This is an optimization exercise on Yosys and OpenROAD, whose aim is small area, a short achievable clock period and few clock cycles per item, not a production implementation. No functional check of the RTL was part of any run shown here. Power figures rest on the tool's default switching activity, not on a simulated workload.

===== flow/config.mk =====
export PLATFORM = sky130hd
export DESIGN_NAME = processor
export DESIGN_NICKNAME = processor
export VERILOG_FILES = /design/flow/design.v
export SDC_FILE = /design/flow/constraint.sdc
export NUM_CORES = 4
export LEC_CHECK = 0
export CAP_MARGIN = 20
export CORE_MARGIN = 2
export CORE_UTILIZATION = 40
export PLACE_DENSITY = 0.6
export SETUP_SLACK_MARGIN = 2.5
export SLEW_MARGIN = 20
export SYNTH_HIERARCHICAL = 1
export SYNTH_MINIMUM_KEEP_SIZE = 0

===== flow/constraint.sdc =====
create_clock -name core_clock -period 6.0 [get_ports {clk}]
set_input_delay 1.2000 -clock core_clock [delete_from_list [all_inputs] [get_ports {clk}]]
set_output_delay 1.2000 -clock core_clock [all_outputs]
set_load 0.01 [all_outputs]

===== flow/design.v =====
module rf_read_port(ra, we, wa, wd, rall, rd);
    input [4:0] ra;
    input we;
    input [4:0] wa;
    input [7:0] wd;
    input [255:0] rall;
    output [7:0] rd;
    wire byp;
    wire [3:0] nlo;
    wire [7:0] nhi;
    rf_bypass BYP(.ra(ra), .we(we), .wa(wa), .byp(byp));
    rf_predecode PDEC(.ra(ra), .nlo(nlo), .nhi(nhi));
    wire [31:0] s;
    assign s[0] = byp;
    genvar i, b;
    generate
        for (i = 1; i < 32; i = i + 1) begin : g_sel
            rf_nor3 SEL(.a(nlo[i % 4]), .b(nhi[i / 4]), .c(byp), .y(s[i]));
        end
        for (b = 0; b < 8; b = b + 1) begin : g_bit
            wire [31:0] d;
            wire [10:0] g;
            wire [2:0] p;
            assign d[0] = wd[b];
            for (i = 1; i < 32; i = i + 1) begin : g_d
                assign d[i] = rall[8 * i + b];
            end
            for (i = 0; i < 10; i = i + 1) begin : g_aoi
                rf_a222oi AOI(.a1(s[3*i]), .a2(d[3*i]), .b1(s[3*i+1]), .b2(d[3*i+1]),
                              .c1(s[3*i+2]), .c2(d[3*i+2]), .y(g[i]));
            end
            rf_a22oi AOI2(.a1(s[30]), .a2(d[30]), .b1(s[31]), .b2(d[31]), .y(g[10]));
            rf_nand4 N0(.a(g[0]), .b(g[1]), .c(g[2]), .d(g[3]), .y(p[0]));
            rf_nand4 N1(.a(g[4]), .b(g[5]), .c(g[6]), .d(g[7]), .y(p[1]));
            rf_nand3 N2(.a(g[8]), .b(g[9]), .c(g[10]), .y(p[2]));
            rf_or3 O(.a(p[0]), .b(p[1]), .c(p[2]), .y(rd[b]));
        end
    endgenerate
endmodule
module rf_bypass(ra, we, wa, byp);
    input [4:0] ra, wa;
    input we;
    output byp;
    assign byp = we & (ra == wa);
endmodule
module rf_predecode(ra, nlo, nhi);
    input [4:0] ra;
    output [3:0] nlo;
    output [7:0] nhi;
    genvar j;
    generate
        for (j = 0; j < 4; j = j + 1) begin : g_lo
            assign nlo[j] = ~(ra[1:0] == j);
        end
        for (j = 0; j < 8; j = j + 1) begin : g_hi
            assign nhi[j] = ~(ra[4:2] == j);
        end
    endgenerate
endmodule
module rf_nor3(a, b, c, y);
    input a, b, c;
    output y;
    assign y = ~(a | b | c);
endmodule
module rf_a222oi(a1, a2, b1, b2, c1, c2, y);
    input a1, a2, b1, b2, c1, c2;
    output y;
    assign y = ~((a1 & a2) | (b1 & b2) | (c1 & c2));
endmodule
module rf_a22oi(a1, a2, b1, b2, y);
    input a1, a2, b1, b2;
    output y;
    assign y = ~((a1 & a2) | (b1 & b2));
endmodule
module rf_nand4(a, b, c, d, y);
    input a, b, c, d;
    output y;
    assign y = ~(a & b & c & d);
endmodule
module rf_nand3(a, b, c, y);
    input a, b, c;
    output y;
    assign y = ~(a & b & c);
endmodule
module rf_or3(a, b, c, y);
    input a, b, c;
    output y;
    assign y = a | b | c;
endmodule
module processor(clk, rst, max_pc, imem_addr, imem_data, dmem_addr, dmem_data, done, out);
    input clk, rst;
    input [7:0] max_pc;
    output [7:0] imem_addr;
    input [31:0] imem_data;
    output [3:0] dmem_addr;
    input [7:0] dmem_data;
    output reg done;
    output [7:0] out;
    reg       e_valid;           
    reg       e_beq, e_bne;      
    reg       e_eql, e_eqh;      
    reg [7:0] e_tgt;             
    reg [7:0] e_seq;             
    reg [7:0] e_a, e_b;          
    reg [4:0] e_wa;              
    reg       e_jal, e_slt, e_lw;
    reg [7:0] mp;                
    wire       e_eq  = e_eql & e_eqh;
    wire       taken = (e_beq & e_eq) | (e_bne & ~e_eq);
    wire [7:0] npc   = taken ? e_tgt : e_seq;
    wire [7:0] sum   = e_a + e_b;
    wire       lt    = $signed(e_a) < $signed(e_b);
    wire [7:0] wd    = e_lw  ? dmem_data :
                       e_jal ? e_tgt :
                       e_slt ? {7'd0, lt} : sum;
    wire       finish = e_valid & (npc >= mp);
    assign imem_addr = npc;
    assign dmem_addr = sum[3:0];
    reg [7:0] rf [1:31];
    wire [255:0] rall;
    wire [7:0] wd_m = rst ? 8'd0 : wd;
    assign rall[7:0] = 8'd0;
    genvar i;
    generate
        for (i = 1; i < 32; i = i + 1) begin : g_rf
            always @(posedge clk)
                if (rst || e_wa == i)
                    rf[i] <= wd_m;
            assign rall[8 * i +: 8] = rf[i];
        end
    endgenerate
    assign out = rf[4];
    wire [4:0] f_rs = imem_data[25:21];
    wire [4:0] f_rt = imem_data[20:16];
    wire       e_we = (e_wa != 5'd0);
    wire [7:0] f_a, f_b;     
    rf_read_port RPA(.ra(f_rs), .we(e_we), .wa(e_wa), .wd(wd), .rall(rall), .rd(f_a));
    rf_read_port RPB(.ra(f_rt), .we(e_we), .wa(e_wa), .wd(wd), .rall(rall), .rd(f_b));
    wire [5:0] f_op = imem_data[31:26];
    wire [5:0] f_fn = imem_data[5:0];
    wire [7:0] f_imm = imem_data[7:0];
    wire f_rtype = (f_op == 6'b000000);
    wire f_slt   = f_rtype && f_fn == 6'b101010;
    wire f_addu  = f_rtype && f_fn == 6'b100001;
    wire f_jr    = f_rtype && f_fn == 6'b001000;
    wire f_jal   = (f_op == 6'b000011);
    wire f_addiu = (f_op == 6'b001001);
    wire f_beq   = (f_op == 6'b000100);
    wire f_bne   = (f_op == 6'b000101);
    wire f_lw    = (f_op == 6'b100011);
    wire [4:0] f_wa = (f_slt | f_addu)  ? imem_data[15:11] :
                      (f_addiu | f_lw)  ? f_rt :
                      f_jal             ? 5'd31 : 5'd0;
    wire [7:0] f_seq = f_jal ? f_imm : f_jr ? f_a : npc + 8'd1;
    wire go = ~rst & ~done & ~finish;
    always @(posedge clk) begin
        mp     <= max_pc;
        e_tgt  <= npc + (f_jal ? 8'd4 : f_imm);
        e_a    <= f_a;
        e_b    <= (f_addiu | f_lw) ? f_imm : f_b;
        e_slt  <= f_slt;
        e_lw   <= f_lw;
        e_jal  <= f_jal;
        e_eql  <= (f_a[3:0] == f_b[3:0]);
        e_eqh  <= (f_a[7:4] == f_b[7:4]);
        if (rst) begin
            e_valid <= 1'b0;
            e_wa    <= 5'd0;
            e_beq   <= 1'b0;
            e_bne   <= 1'b0;
            e_seq   <= 8'd0;
            done    <= 1'b0;
        end else begin
            e_valid <= go;
            e_wa    <= go ? f_wa : 5'd0;
            e_beq   <= f_beq;
            e_bne   <= f_bne;
            e_seq   <= f_seq;
            if (finish) done <= 1'b1;
        end
    end
endmodule

===== flow/run.sh =====
#!/bin/bash
# synth_recipe.tcl (not shown) runs the flow's synth.tcl, then flattens the netlist and writes it again
# the make line also repeats each setting of config.mk as NAME=value (left out here)
make -C /OpenROAD-flow-scripts/flow DESIGN_CONFIG=/design/flow/config.mk WORK_HOME=/design/flow/orfs CLKGATE_MAP_FILE= SYNTH_SCRIPT=/design/flow/synth_recipe.tcl finish

==> parameters.txt, run 1 <==
Parameter                              Value

Run status
  Result of the run ... timing/DRC/antenna clean

Timing
  Hold violation total from the final report ... 0
  Sum of negative setup slack ... 0 ps
  Max-slew violations ... 0
  Crit share post-route ... 0.614
  Final critical path time including I/O delays and setup ... 3680 ps
  Clock skew ... 21.1 ps
  Final setup fails ... 0
  RSZ-0062 raised after global routing ... true
  Slew of the pin with the lowest slew margin ... 1060 ps
  Highest Clock Rate ... 272 MHz
  Worst slew margin relative to its limit ... 0.290

Logic synthesis
  Cell count after synthesis ... 1017
  Average instance area after synthesis ... 14.0 µm²
  Post-Syn Nets ... 1098
  Synthesis warning total ... 8
  Synth Cell Area ... roughly 0.014 mm²

Final layout
  Layout cells sized above 1 ... 0.235
  Final net count ... 1234
  Total of fill cells in the finished design ... 2969
  Number of antenna diodes ... 0
  Final standard cell utilization of the core ... 0.501
  Non-Filler Instances ... 1634
  Final std cell area, no fill ... between 0.015 and 0.02 mm²
  Area used by sequential logic in the layout ... between 0.008 and 0.009 mm²
  Combined area of the multi-input logic cells ... 0.00596 mm²
  Syn-to-layout area delta ... 22.4%

Placed design
  Placer Congestion ... 0.976
  Number of placed cells counting well taps ... roughly 1500
  Post-DP Area ... 0.0155 mm²
  Number of port buffers ... 67
  Post-detailed-placement half-perimeter wirelength ... 30900 µm

Setup path
  Critical path capture point type ... register
  Worst Path Arrival ... 4090 ps
  Worst endpoint required time ... 6410 ps
  Classification of the worst setup path ... in2reg
  Startpoint type of the worst setup path ... primary input
  Worst Path Max Fanout ... 8

Power and ir drop
  Leak ... 0.00604 µW
  Total power divided by cell area ... slightly below 400 mW/mm²
  Worst IR Drop VDD ... 0.273 mV

CTS
  Register clock-pin slew on the reported worst setup and hold paths ... around 60 ps
  Hold Buf Count CTS ... 0
  CTS Root Cell ... sky130_fd_sc_hd__clkbuf_16
  Clock latency on the worst-skew pair ... about 530 ps
  Clock tree from TritonCTS ... done
  Clock buffers created by TritonCTS ... 34
  Number of sinks on the clock net ... 302
  CTS H-tree lvls ... 2
  Maximum clock insertion buffer count ... 3

Floorplan
  Boundary Pins ... between 70 and 80
  Placeable core region ... 0.0347 mm²
  Overall die area ... 0.0370 mm²
  Rows ... 68
  Horizontal die dimension ... between 150 and 200 µm
  Die height ... 192 µm
  Effective utilization at floorplan ... 0.409

Global route
  Initial antenna violation count ... 0
  Via count of the first global-routing pass ... 10607
  Maximum number of pins on one net before global-route repair ... 46
  Wire length of the first global-routing pass ... 66200 µm
  Aggregate global-route resource usage ... 0.243
  Grt ovf ... 0

Flow run
  Max capacitance violation total ... 0

Route
  Vias per cell ... 6.67
  Via count ... 10895
  Wire length reported by the detailed router ... 45500 µm
  Number of antenna-violating nets in the routed design ... 0
  DRC viols ... 0
  Length of the first detailed-routing pass in iterations ... 7
  Number of DRC markers in iteration 0 ... 1696
  Routed wirelength normalized by instance count ... between 20 and 30 µm

Min path
  Tightest Hold Check Type ... reg2reg
==> through the flow <==
step	worst slack, ps	hold WS [ps]	power, µW
2_1_floorplan	2390	512	4010
3_3_place_gp	886	474	4620
3_5_place_dp	816	497	4670
4_1_cts	2440	507	6790
5_1_grt	2290	534	7080
6_report	2320	502	6820
==> sequential cells by signal (all words and copies together), names as in the netlist <==
name	flops
e_tgt	8
e_bne	1
e_beq	1
e_b	8
mp	8
e_seq	8
e_lw	1
done	1
e_jal	1
e_valid	1
e_slt	1
e_eql	1
e_wa	5
e_eqh	1
rf	248
e_a	8
==> path summary, 6_finish.rpt <==
path | from | endpoint | slack, ps | cells past startpoint
worst min-delay path | done$_SDFFE_PP0P_ | done$_SDFFE_PP0P_ | 500 | 2
worst min register to register | done$_SDFFE_PP0P_ | done$_SDFFE_PP0P_ | 500 | 2
worst max-delay path | imem_data[16] | e_eqh$_DFF_P_ | 2320 | 13
worst max register to register | e_wa[2]$_SDFF_PP0_ | e_eqh$_DFF_P_ | 2420 | 9
==> report_power, final <==
part	switching [µW]	total [µW]	leakage, µW	internal [µW]
registers	325	3390	0.00298	3070
clock network	820	2070	0.000541	1250
logic	862	1370	0.00251	504
total	2010	6820	0.00604	4820
==> timing repair <==
item	4_1_cts	5_1_grt
endpoints found under the setup margin	33	29
gates resized for setup	111	34
gates cloned	9	1
buffers inserted	27	6
pin swaps	95	35
==> cells in the final DEF, fill, tap and decap left out, types with 5 or more instances in the layout <==
cell	n
sky130_fd_sc_hd__a211oi_1	5
sky130_fd_sc_hd__a21o_1	15
sky130_fd_sc_hd__a21oi_1	19
sky130_fd_sc_hd__a221oi_1	8
sky130_fd_sc_hd__a222oi_1	160
sky130_fd_sc_hd__a22oi_2	16
sky130_fd_sc_hd__and2_1	8
sky130_fd_sc_hd__and3_4	11
sky130_fd_sc_hd__buf_4	41
sky130_fd_sc_hd__buf_6	6
sky130_fd_sc_hd__clkbuf_1	11
sky130_fd_sc_hd__clkbuf_16	37
sky130_fd_sc_hd__clkdlybuf4s50_1	52
sky130_fd_sc_hd__clkinv_1	5
sky130_fd_sc_hd__dfxtp_1	50
sky130_fd_sc_hd__edfxtp_1	248
sky130_fd_sc_hd__ha_1	29
sky130_fd_sc_hd__inv_1	35
sky130_fd_sc_hd__mux2_2	8
sky130_fd_sc_hd__mux2i_1	6
sky130_fd_sc_hd__nand2_1	22
sky130_fd_sc_hd__nand2b_1	11
sky130_fd_sc_hd__nand3_1	26
sky130_fd_sc_hd__nand3b_1	10
sky130_fd_sc_hd__nand4_1	35
sky130_fd_sc_hd__nor2_1	34
sky130_fd_sc_hd__nor2b_1	5
sky130_fd_sc_hd__nor2b_2	7
sky130_fd_sc_hd__nor3_2	50
sky130_fd_sc_hd__nor3_4	15
sky130_fd_sc_hd__o211ai_1	5
sky130_fd_sc_hd__o21ai_0	7
sky130_fd_sc_hd__o21ai_1	5
sky130_fd_sc_hd__o21bai_1	16
sky130_fd_sc_hd__or3_4	15
sky130_fd_sc_hd__or3b_1	6
sky130_fd_sc_hd__xnor2_1	9
sky130_fd_sc_hd__xor2_1	18
==> metal layers <==
layer | GRT usage | part of all wire
met5 | 0 | 0
met4 | 0.0940 | 0.040
met3 | 0.0542 | 0.11
met2 | 0.390 | 0.46
met1 | 0.321 | 0.39
==> cell type report <==
class,instances,share of cell area
Sequential cell,302,0.491
Multi-Input combinational cell,665,0.343
Timing Repair Buffer,112,0.0610
Tap cell,455,0.0328
Clock buffer,52,0.0581
Clock inverter,10,0.00569
Inverter,38,0.00821
==> critical path: stages <==
cell and delay [ps]:
sky130_fd_sc_hd__buf_12 110, sky130_fd_sc_hd__xor2_2 140, sky130_fd_sc_hd__nor4_2 270, sky130_fd_sc_hd__buf_4 170
sky130_fd_sc_hd__buf_6 110, sky130_fd_sc_hd__and3_4 250, sky130_fd_sc_hd__buf_12 120, sky130_fd_sc_hd__nor3_2 80
sky130_fd_sc_hd__a222oi_1 420, sky130_fd_sc_hd__nand4_1 330, sky130_fd_sc_hd__or3_4 450, sky130_fd_sc_hd__xor2_1 170
sky130_fd_sc_hd__nor4_1 260
==> inputs of run 2 (changes only) <==
--- a/flow/config.mk
+++ b/flow/config.mk
@@ -9,7 +9,7 @@
 export CORE_MARGIN = 2
 export CORE_UTILIZATION = 40
 export PLACE_DENSITY = 0.6
-export SETUP_SLACK_MARGIN = 2.5
+export SETUP_SLACK_MARGIN = 3.2
 export SLEW_MARGIN = 20
 export SYNTH_HIERARCHICAL = 1
 export SYNTH_MINIMUM_KEEP_SIZE = 0
==> run 2 against run 1 <==
Sequential power about the same. Count of clock-buffer cells in the layout down 13. Clock power down 5%. Critical endpoint is now e_b[6]$_DFF_P_.
==> parameters.txt, run 2 <==
Parameter                              Value

Run status
  Result of the run ... timing/DRC/antenna clean

Setup path
  Startpoint of the worst register-to-register path ... e_wa[4]$_SDFF_PP0_
  Worst Path Max Fanout ... 8 (unchanged)
  Startpoint type of the worst setup path ... primary input
  Critical path capture point type ... register
  Worst Path Arrival ... 4250 ps (+160 ps)
  Worst endpoint required time ... 6450 ps (+40 ps)
  Worst setup path start ... imem_data[18]
  Classification of the worst setup path ... in2reg

Power and ir drop
  Sequential share of power ... 0.496 (about the same)
  Power share of the combinational group ... 0.216 (+0.016)
  Sw power ... 2040 µW (+1.8%)
  Leak ... 0.00628 µW (+4.1%)
  Clk pwr share ... 0.288 (-0.015)
  Fraction of power spent switching nets ... 0.298 (+0.00411)
  Total power divided by cell area ... 380 mW/mm² (-3.2%)
  Power, Total ... 6850 µW (+0.41%)
  Worst IR Drop VDD ... 0.250 mV (-8.6%)
  Internal power contribution ... 4810 µW (-0.18%)

Final layout
  Syn-to-layout area delta ... 26.9%
  Final net count ... 1282 (+3.9%)
  Number of antenna diodes ... 0 (unchanged)
  Leading cell types in the layout, fill and taps excluded ... sky130_fd_sc_hd__edfxtp_1 (248), sky130_fd_sc_hd__a222oi_1 (160), sky130_fd_sc_hd__buf_4 (71)
  Combined area of the multi-input logic cells ... 0.00621 mm² (+4.2%)
  Layout cells sized above 1 ... 0.324 (+0.0889)
  Most common cell after layout, fill and taps aside ... sky130_fd_sc_hd__edfxtp_1
  Register ranked first by flip-flop count ... rf
  Total of fill cells in the finished design ... 2875 (-3.2%)
  Area used by sequential logic in the layout ... 0.00855 mm² (+0.19%)
  Largest register FFs ... 248 (unchanged)

Route
  Number of DRC markers in iteration 0 ... 1788 (+5.4%)
  Length of the first detailed-routing pass in iterations ... 10 (+3)
  Number of antenna-violating nets in the routed design ... 0 (unchanged)
  DRC viols ... 0 (unchanged)
  Routed wirelength normalized by instance count ... 27.7 µm (-0.36%)
  Vias per cell ... 6.70 (+0.51%)
  Via count ... 11266 (+3.4%)
  Wire length reported by the detailed router ... 46600 µm (+2.5%)

Timing
  RSZ-0062 raised after global routing ... true
  Final critical path time including I/O delays and setup ... 3790 ps (+114 ps)
  Highest Clock Rate ... 264 MHz (-3.0%)
  Slew of the pin with the lowest slew margin ... 1000 ps (-59.1 ps)
  Final setup fails ... 0 (unchanged)
  Hold violation total from the final report ... 0 (unchanged)
  Worst slew margin relative to its limit ... 0.329 (+0.0395)
  Max-slew violations ... 0 (unchanged)
  Sum of negative setup slack ... 0 ps (unchanged)
  Clock skew ... 13.9 ps (-7.13 ps)
  Crit share post-route ... 0.632 (+0.0189)

Logic synthesis
  Synth Cell Area ... 0.0142 mm² (unchanged)
  Synthesis warning total ... 8 (unchanged)
  Cell count after synthesis ... 1017 (unchanged)
  Average instance area after synthesis ... 14.0 µm² (unchanged)
  Post-Syn Nets ... 1098 (unchanged)

CTS
  Hold Buf Count CTS ... 0 (unchanged)
  Clock buffers created by TritonCTS ... 31 (-8.8%)
  Number of sinks on the clock net ... 302 (unchanged)
  Clock tree from TritonCTS ... done
  Clock latency on the worst-skew pair ... 580 ps (+50 ps)
  CTS Root Cell ... sky130_fd_sc_hd__clkbuf_16
  Maximum clock insertion buffer count ... 3 (unchanged)
  CTS H-tree lvls ... 1 (-1)
  Register clock-pin slew on the reported worst setup and hold paths ... 60 ps (about the same)

Global route
  Maximum number of pins on one net before global-route repair ... 32 (-30%)
  Via count of the first global-routing pass ... 10724 (+1.1%)
  Wire length of the first global-routing pass ... 67400 µm (+1.7%)
  Grt ovf ... 0 (unchanged)
  Aggregate global-route resource usage ... 0.246 (+0.00306)
  Initial antenna violation count ... 0 (unchanged)

Placed design
  Placer Congestion ... 0.999 (+2.3%)
  Number of port buffers ... 67 (unchanged)
  Post-detailed-placement half-perimeter wirelength ... 31000 µm (+0.18%)

Floorplan
  Rows ... 68 (unchanged)
  Horizontal die dimension ... 192 µm (unchanged)
  Die height ... 192 µm (unchanged)
  Overall die area ... 0.0370 mm² (unchanged)
  Placeable core region ... 0.0347 mm² (unchanged)
  Effective utilization at floorplan ... 0.409 (unchanged)
  Boundary Pins ... 71 (unchanged)

Flow run
  Max capacitance violation total ... 0 (unchanged)

Min path
  Min-delay src ... done$_SDFFE_PP0P_
  Tightest Hold Check Type ... reg2reg
run 2: metrics by stage:
step / instance area, µm² / setup WS (ps) / utilization / instances / hold slack, ps
after floorplan: 14300 / 2390 / - / 1017 / 512
after global placement: 15500 / 924 / 0.446 / 1527 / 475
after detailed placement: 15500 / 780 / 0.446 / 1527 / 488
after CTS: 17500 / 2430 / 0.504 / 1644 / 506
after global routing: 18000 / 2280 / 0.519 / 1681 / 522
final: 18000 / 2210 / 0.519 / 1681 / 507
run 2: layer usage:
layer  GRT usage  vias to the layer above  routed length (µm)
met5           0                        -                   0
met1       0.318                     5585               18100
met4       0.109                        0                2410
li1            -                     4806                   -
met2       0.400                      718               21600
met3      0.0511                      157                4500
run 2: critical path, stage by stage:
cell and delay [ps]:
sky130_fd_sc_hd__buf_12 120, sky130_fd_sc_hd__xor2_4 150, sky130_fd_sc_hd__nor4_4 290, sky130_fd_sc_hd__buf_4 190, sky130_fd_sc_hd__and3_4 310, sky130_fd_sc_hd__nor3_4 100, sky130_fd_sc_hd__a222oi_1 580, sky130_fd_sc_hd__nand4_1 370
sky130_fd_sc_hd__or3_4 480, sky130_fd_sc_hd__buf_4 150, sky130_fd_sc_hd__mux2_4 280
run 2: final cells by class:
class / instances / share of cell area
Sequential cell: 302 / 0.474
Multi-Input combinational cell: 663 / 0.345
Clock inverter: 19 / 0.0115
Timing Repair Buffer: 165 / 0.0831
Inverter: 38 / 0.00819
Tap cell: 455 / 0.0316
Clock buffer: 39 / 0.0464
run 2: power by group through the flow:
stage	sequential [µW]	combinational [µW]	clock, µW
global placement	3380	1240	0
floorplan	3310	710	0
global route	3450	1590	2080
finish	3400	1480	1970
detailed placement	3410	1260	0
CTS	3380	1390	2000
run 2: repair_timing:
action | 4_1_cts | 5_1_grt
hold endpoints to repair | 0 | 0
pin swaps | 105 | 73
buffers inserted | 50 | 37
resized for setup | 237 | 70
setup endpoints to repair | 141 | 86
cloned | 9 | 0
run 2: path summary, 6_finish.rpt:
| path | end | slack [ps] | cells past startpoint |
|---|---|---|---|
| min | done$_SDFFE_PP0P_ | 510 | 2 |
| min reg2reg | done$_SDFFE_PP0P_ | 510 | 2 |
| max reg2reg | e_eqh$_DFF_P_ | 2330 | 9 |
| max | e_b[6]$_DFF_P_ | 2210 | 11 |

## static timing again, ports no longer ideal
The flow's constraints put no driver on any port. The routed layouts listed below were extracted and timed again, unchanged, in two steps.
Step 1 sets driving cells, clkbuf_16 on the clock port and buf_2 on the other inputs (assumed; they add their load-dependent delay and slew).
Step 2, shift: input delay + t, output delay - t, t = (earliest + latest rising clock arrival at the registers) / 2. This alone moves slack from input paths to output paths.
a / b / c = ideal / step 1 / step 2; a / b = the first two.
run | t, ns | setup slack, ns | worst hold slack (ns) | worst data-port slew with drivers (ns) | cell pins on the clock port's net
run 1 | 0.566 | 2.319 / 2.314 / 1.748 | 0.502 / 0.502 / 0.502 | 0.07 | 1
run 2 | 0.622 | 2.205 / 2.213 / 1.591 | 0.507 / 0.507 / 0.507 | 0.07 | 1
After both steps every run listed still meets setup and hold. For run 2, which loses most, drivers alone change the setup slack by +0.008 ns; drivers and shift together by -0.614 ns.
